Source: an optimization exercise on an open RTL-to-GDS flow (aim: small area, a short achievable clock period and few clock cycles per item). Production flows keep margins and buffers that such runs may drop. Function not checked in this run: the RTL went through the layout flow alone. No activity file was given, so power comes from the tool's default toggle rates.

[flow/config.mk]
export PLATFORM = sky130hd
export DESIGN_NAME = bin2BCD
export DESIGN_NICKNAME = bin2BCD
export VERILOG_FILES = /design/flow/design.v
export SDC_FILE = /design/flow/constraint.sdc
export NUM_CORES = 4
export LEC_CHECK = 0
export ABC_AREA = 1
export CAP_MARGIN = 20
export CORE_MARGIN = 2
export CORE_UTILIZATION = 40
export SLEW_MARGIN = 20
[flow/constraint.sdc]
create_clock -name core_clock -period 5.0 [get_ports {clk}]
set_input_delay 1.0000 -clock core_clock [delete_from_list [all_inputs] [get_ports {clk}]]
set_output_delay 1.0000 -clock core_clock [all_outputs]
set_load 0.01 [all_outputs]
[flow/design.v]
`timescale 1ns / 1ps
module bin2BCD(
    input           clk,
    input           rst,
    input           en,
    input   [11:0]  bin_d_in,
    output  [15:0]  bcd_d_out,
    output          rdy
    );
    function [3:0] step1;
        input [2:0] r;
        input [0:0] b;
        begin
            step1[3] = (r[1] & b[0]) | r[2] | (r[1] & r[0]);
            step1[2] = (r[2] & b[0]) | (r[1] & ~r[0] & ~b[0]);
            step1[1] = (r[2] & ~b[0]) | (~r[1] & r[0]) | (r[0] & b[0]);
            step1[0] = (r[2] & ~b[0]) | (~r[2] & ~r[1] & b[0]) | (r[1] & r[0] & ~b[0]);
        end
    endfunction
    wire [10:0] c = bin_d_in[11:1];
    wire [0:0] q0s0q;
    wire [2:0] q0s0r;
    wire [0:0] q0s1q;
    wire [2:0] q0s1r;
    wire [0:0] q0s2q;
    wire [2:0] q0s2r;
    wire [0:0] q0s3q;
    wire [2:0] q0s3r;
    wire [0:0] q0s4q;
    wire [2:0] q0s4r;
    wire [0:0] q0s5q;
    wire [2:0] q0s5r;
    wire [0:0] q0s6q;
    wire [2:0] q0s6r;
    wire [0:0] q0s7q;
    wire [2:0] q0s7r;
    wire [0:0] q0s8q;
    wire [2:0] q0s8r;
    wire [0:0] q0s9q;
    wire [2:0] q0s9r;
    wire [0:0] q0s10q;
    wire [2:0] q0s10r;
    wire [0:0] q1s0q;
    wire [2:0] q1s0r;
    wire [0:0] q1s1q;
    wire [2:0] q1s1r;
    wire [0:0] q1s2q;
    wire [2:0] q1s2r;
    wire [0:0] q1s3q;
    wire [2:0] q1s3r;
    wire [0:0] q1s4q;
    wire [2:0] q1s4r;
    wire [0:0] q1s5q;
    wire [2:0] q1s5r;
    wire [0:0] q1s6q;
    wire [2:0] q1s6r;
    wire [0:0] q1s7q;
    wire [2:0] q1s7r;
    wire [0:0] q2s0q;
    wire [2:0] q2s0r;
    wire [0:0] q2s1q;
    wire [2:0] q2s1r;
    wire [0:0] q2s2q;
    wire [2:0] q2s2r;
    wire [0:0] q2s3q;
    wire [2:0] q2s3r;
    wire [0:0] q2s4q;
    wire [2:0] q2s4r;
    assign {q0s0q, q0s0r} = step1(3'd0, {c[10]});
    assign {q0s1q, q0s1r} = step1(q0s0r, {c[9]});
    assign {q0s2q, q0s2r} = step1(q0s1r, {c[8]});
    assign {q0s3q, q0s3r} = step1(q0s2r, {c[7]});
    assign {q0s4q, q0s4r} = step1(q0s3r, {c[6]});
    assign {q0s5q, q0s5r} = step1(q0s4r, {c[5]});
    assign {q0s6q, q0s6r} = step1(q0s5r, {c[4]});
    assign {q0s7q, q0s7r} = step1(q0s6r, {c[3]});
    assign {q0s8q, q0s8r} = step1(q0s7r, {c[2]});
    assign {q0s9q, q0s9r} = step1(q0s8r, {c[1]});
    assign {q0s10q, q0s10r} = step1(q0s9r, {c[0]});
    reg  [2:0] q0_r;
    reg  q0_8;
    reg  q0_7;
    reg  q0_6;
    reg  q0_5;
    reg  q0_4;
    reg  q0_3;
    reg  q0_2;
    reg  q0_1;
    reg  b0;
    reg  x_q0s10q_0;
    reg         result_rdy;
    always @(posedge clk) begin
        q0_r <= q0s10r;
        q0_8 <= q0s2q[0];
        q0_7 <= q0s3q[0];
        q0_6 <= q0s4q[0];
        q0_5 <= q0s5q[0];
        q0_4 <= q0s6q[0];
        q0_3 <= q0s7q[0];
        q0_2 <= q0s8q[0];
        q0_1 <= q0s9q[0];
        b0 <= bin_d_in[0];
        x_q0s10q_0 <= q0s10q[0];
        result_rdy <= en & ~rst;
    end
    assign {q1s0q, q1s0r} = step1(3'd0, {q0_8});
    assign {q1s1q, q1s1r} = step1(q1s0r, {q0_7});
    assign {q1s2q, q1s2r} = step1(q1s1r, {q0_6});
    assign {q1s3q, q1s3r} = step1(q1s2r, {q0_5});
    assign {q1s4q, q1s4r} = step1(q1s3r, {q0_4});
    assign {q1s5q, q1s5r} = step1(q1s4r, {q0_3});
    assign {q1s6q, q1s6r} = step1(q1s5r, {q0_2});
    assign {q1s7q, q1s7r} = step1(q1s6r, {q0_1});
    assign {q2s0q, q2s0r} = step1(3'd0, {q1s2q[0]});
    assign {q2s1q, q2s1r} = step1(q2s0r, {q1s3q[0]});
    assign {q2s2q, q2s2r} = step1(q2s1r, {q1s4q[0]});
    assign {q2s3q, q2s3r} = step1(q2s2r, {q1s5q[0]});
    assign {q2s4q, q2s4r} = step1(q2s3r, {q1s6q[0]});
    assign bcd_d_out = {1'b0, q2s2q[0], q2s3q[0], q2s4q[0], q2s4r, q1s7q[0], q1s7r, x_q0s10q_0, q0_r, b0};
    assign rdy       = result_rdy;
endmodule
[flow/flow/run.sh]
#!/bin/bash
# Standard ORFS layout with two changes: the port buffers are buf_1, and
# synthesis maps the logic with the ABC script in flow/abc_area.script (ORFS's area script without its buffering and sizing steps)
# (a copy of ORFS's scripts folder with only that file replaced).
set -euo pipefail
export BUFFER_PORTS_ARGS="-buffer_cell sky130_fd_sc_hd__buf_1"
rm -rf scripts_mod
cp -r "$FLOW_HOME/scripts" scripts_mod
cp flow/abc_area.script scripts_mod/abc_area.script
bash standard.sh SCRIPTS_DIR="$PWD/scripts_mod" synth > flow_synth.log 2>&1
bash standard.sh finish > flow_make.log 2>&1
[flow/flow/abc_area.script]
strash
dch
map -B 0.9
topo
[flow/standard.sh]
#!/bin/bash
# synth_recipe.tcl (not shown) runs the flow's synth.tcl, then flattens the netlist and writes it again
# the make line also repeats each setting of config.mk as NAME=value (left out here)
make -C /OpenROAD-flow-scripts/flow DESIGN_CONFIG=/design/flow/config.mk WORK_HOME=/design/flow/orfs CLKGATE_MAP_FILE= SYNTH_SCRIPT=/design/flow/synth_recipe.tcl "${@:-finish}"
==> impl_metrics.env <==
export IMPL_ys_warn_count=1
export IMPL_fin_setup_tns_ns=0
export IMPL_crit_slowest_cell="dfxtp_1"
export IMPL_areaGrowthSynthToFinish_pct=11.4
export IMPL_hold_viol=0
export IMPL_critPathKind="register to output pin"
export IMPL_post_route_period_util_pct=87.2
export IMPL_n_antenna_cell=0
export IMPL_post_drt_via_cell_ratio=4.69
export IMPL_nets=346
export IMPL_antenna_found_initial=0
export IMPL_combPwrFrac_pct=66.4
export IMPL_cts_tree="done"
export IMPL_worst_path_max_fanout=4
export IMPL_min_path_type="input port to register"
export IMPL_synth_top_area_cell="nand2_1"
export IMPL_whs_ns=0.856
export IMPL_grt_pass1_wl_mm=5.40
export IMPL_grt_pass1_vias=1427
export IMPL_status="timing/DRC/antenna clean"
export IMPL_root_buffer="clkbuf_8"
export IMPL_largest_register_ffs=3
export IMPL_drc=0
export IMPL_netlist_top_cells_area="nand2_1, dfxtp_1, clkinv_1"
export IMPL_rsz0062_at_grt="false"
export IMPL_place_gp_congestion=0.863
export IMPL_num_rows=22
export IMPL_startpoint_type="register"
export IMPL_p_leak_nw=0.783
export IMPL_synth_edff_count=0
export IMPL_ctsResizeCount=0
export IMPL_cts_setup_buffers=0
export IMPL_pin_count=32
export IMPL_synth_most_common_cell="nand2_1"
export IMPL_worst_ir_drop_vdd_uv=113
export IMPL_overflow=0
export IMPL_cts_max_path_buffers=2
export IMPL_async_flop_share_pct=0
export IMPL_ys_ff_latch=14
export IMPL_fmax_mhz=229
export IMPL_cts_max_level=1
export IMPL_path_clk_slew_ns=0.05
export IMPL_internal_power_mw=0.381
export IMPL_drt_iter0_drc=45
export IMPL_ctsHoldBuffers=0
export IMPL_cts_buffers=3
export IMPL_setup_viol=0
export IMPL_ys_seq_area_share_pct=18.3
export IMPL_syn_nets=318
export IMPL_dieArea_mm2=0.00434
export IMPL_synthTopCellsByCount="nand2_1, clkinv_1, nand3_1, nor2_1, o21ai_0"
export IMPL_vias=1773
export IMPL_synth_cells=303
export IMPL_synth_top_area_share_pct=25.7
export IMPL_place_port_buffers=30
export IMPL_syn_area_mm2=0.00153
export IMPL_critPathLaunch="q0_8"
export IMPL_grt_max_degree=9
export IMPL_p_total_mw=0.770
export IMPL_crit_top_cell="nand2_1"
export IMPL_clkSinkCount=14
export IMPL_dr_pass1_iters=4
export IMPL_die_w_um=65.9
export IMPL_fp_dieH_um=65.9
export IMPL_drtAntennaViolNets=0
export IMPL_slew_violations=0
export IMPL_crit_required_ns=4.00
export IMPL_start_util_pct=41.8
export IMPL_syn_area_per_cell_um2=5.05
export IMPL_arrival_ns=3.36
export IMPL_maxCapViolCount=0
export IMPL_p_switching_mw=0.389
export IMPL_pwr_share_clk_pct=13.4
export IMPL_crit_chain="nand2_1, nand2_1, nand2_1, clkinv_1, nor2_1, o21ai_0, clkinv_1, nand2_1, nand2_1, o22ai_1, nor2_1, nor3_1, clkinv_1, nor2_1, clkinv_1, nand2_1, clkinv_1, or2_2, a31oi_1, buf_1"
export IMPL_grt_usage_pct=15.1
export IMPL_pwr_share_seq_pct=20.2
export IMPL_synth_flop_cell="dfxtp_1"
export IMPL_min_period_ns=4.36
export IMPL_routedWlPerCell_um=8.04
export IMPL_critical_path_max_stage_delay_ns=0.37
export IMPL_power_density_mw_per_mm2=451
export IMPL_cp_end_kind="output pin"
export IMPL_synth_cell_types=18
export IMPL_core_area_mm2=0.00366
export IMPL_drt_wl_total_mm=3.04
export IMPL_drive_gt1_share_pct=1.52
export IMPL_min_delay_start="bin_d_in[0]"
export IMPL_regMostFlops="q0_r"
export IMPL_sw_frac_of_total_pct=50.5
export IMPL_dpl_hpwl_mm=2.66
-- path summary, 6_finish.rpt --
check  cells past startpoint            to  slack, ns
min                        1            b0       0.86
max                       20  bcd_d_out[9]       0.64
-- logic make-up (layout without fill, tap and decap cells) --
group,after synthesis,in the layout,share of synthesized area (%)
AO/OA/AOI/OAI,44,44,15.6
other,1,1,0.245
flip-flops,14,14,18.3
buffers and inverters,62,89,16.9
AND/OR/NAND/NOR,182,182,48.9
-- routing by layer --
metal | wire, um | vias up | GRT usage [%]
met2 | 1300 | 22 | 24.1
met3 | 61 | 2 | 1.02
li1 | - | 1023 | -
met4 | 27 | 0 | 6.25
met1 | 1650 | 726 | 21.1
met5 | 0 | - | 0
-- per-stage QoR --
stage | instance area [um^2] | instances | setup WS [ns] | util (%)
after global routing | 1710 | 378 | 0.0798 | 46.6
after global placement | 1650 | 374 | 0.966 | 45.1
after detailed placement | 1650 | 374 | 0.896 | 45.1
after floorplan | 1530 | 303 | 1.34 | -
final | 1710 | 378 | 0.639 | 46.6
after CTS | 1710 | 378 | 0.625 | 46.6
-- cell usage in the layout (no fill, tap or decap), drive strengths merged, types with 3 or more instances in the layout --
cell type,n
a21oi,16
a31oi,4
buf,30
clkbuf,4
clkinv,55
dfxtp,14
nand2,105
nand3,35
nand4,4
nor2,31
nor3,5
o211ai,3
o21ai,18
-- cell type report --
type / instances / area (um^2)
Clock buffer: 4 / 55.1
Fill cell: 439 / 1950
Inverter: 55 / 206
Multi-Input combinational cell: 227 / 992
Sequential cell: 14 / 280
Tap cell: 48 / 60.1
Timing Repair Buffer: 30 / 113
-- power by group through the flow --
stage	Sequential, mW	Combinational (mW)	Clock (mW)
floorplan	0.160	0.422	0
global placement	0.157	0.511	0
detailed placement	0.157	0.513	0
CTS	0.155	0.515	0.107
global route	0.159	0.597	0.116
finish	0.155	0.511	0.103
-- worst max-delay path: cells and delay by family (launching register included) --
kind            cells  cell delay, ns
compound gates      3            0.64
flops               1            0.37
simple gates       11            1.38
buf+inv             6            0.73

afterwards: timing with drivers on the ports:
Ports are ideal in the flow. The routed layout listed here was re-timed in OpenROAD.
Step 1 sets driving cells, clkbuf_16 on the clock port and buf_2 on the other inputs (assumed; they add their load-dependent delay and slew).
Step 2 also shifts input and output timing later by t, the mid clock arrival at the registers, as if the neighbouring blocks saw the same clock.
a / b / c = ideal ports / drivers / drivers and shift; a / b = the first two.
t (ns): 0.258
setup WS [ns]: 0.639 / 0.617 / 0.875
worst hold slack (ns): 0.856 / 0.856 / 1.114
latest minus earliest clock arrival (ns): 0.000 / 0.000
worst slew at a driven data input, ns: 0.03
After both steps this run still meets setup and hold. The setup slack of this run moves by -0.022 ns with the drivers and by +0.236 ns with both steps.
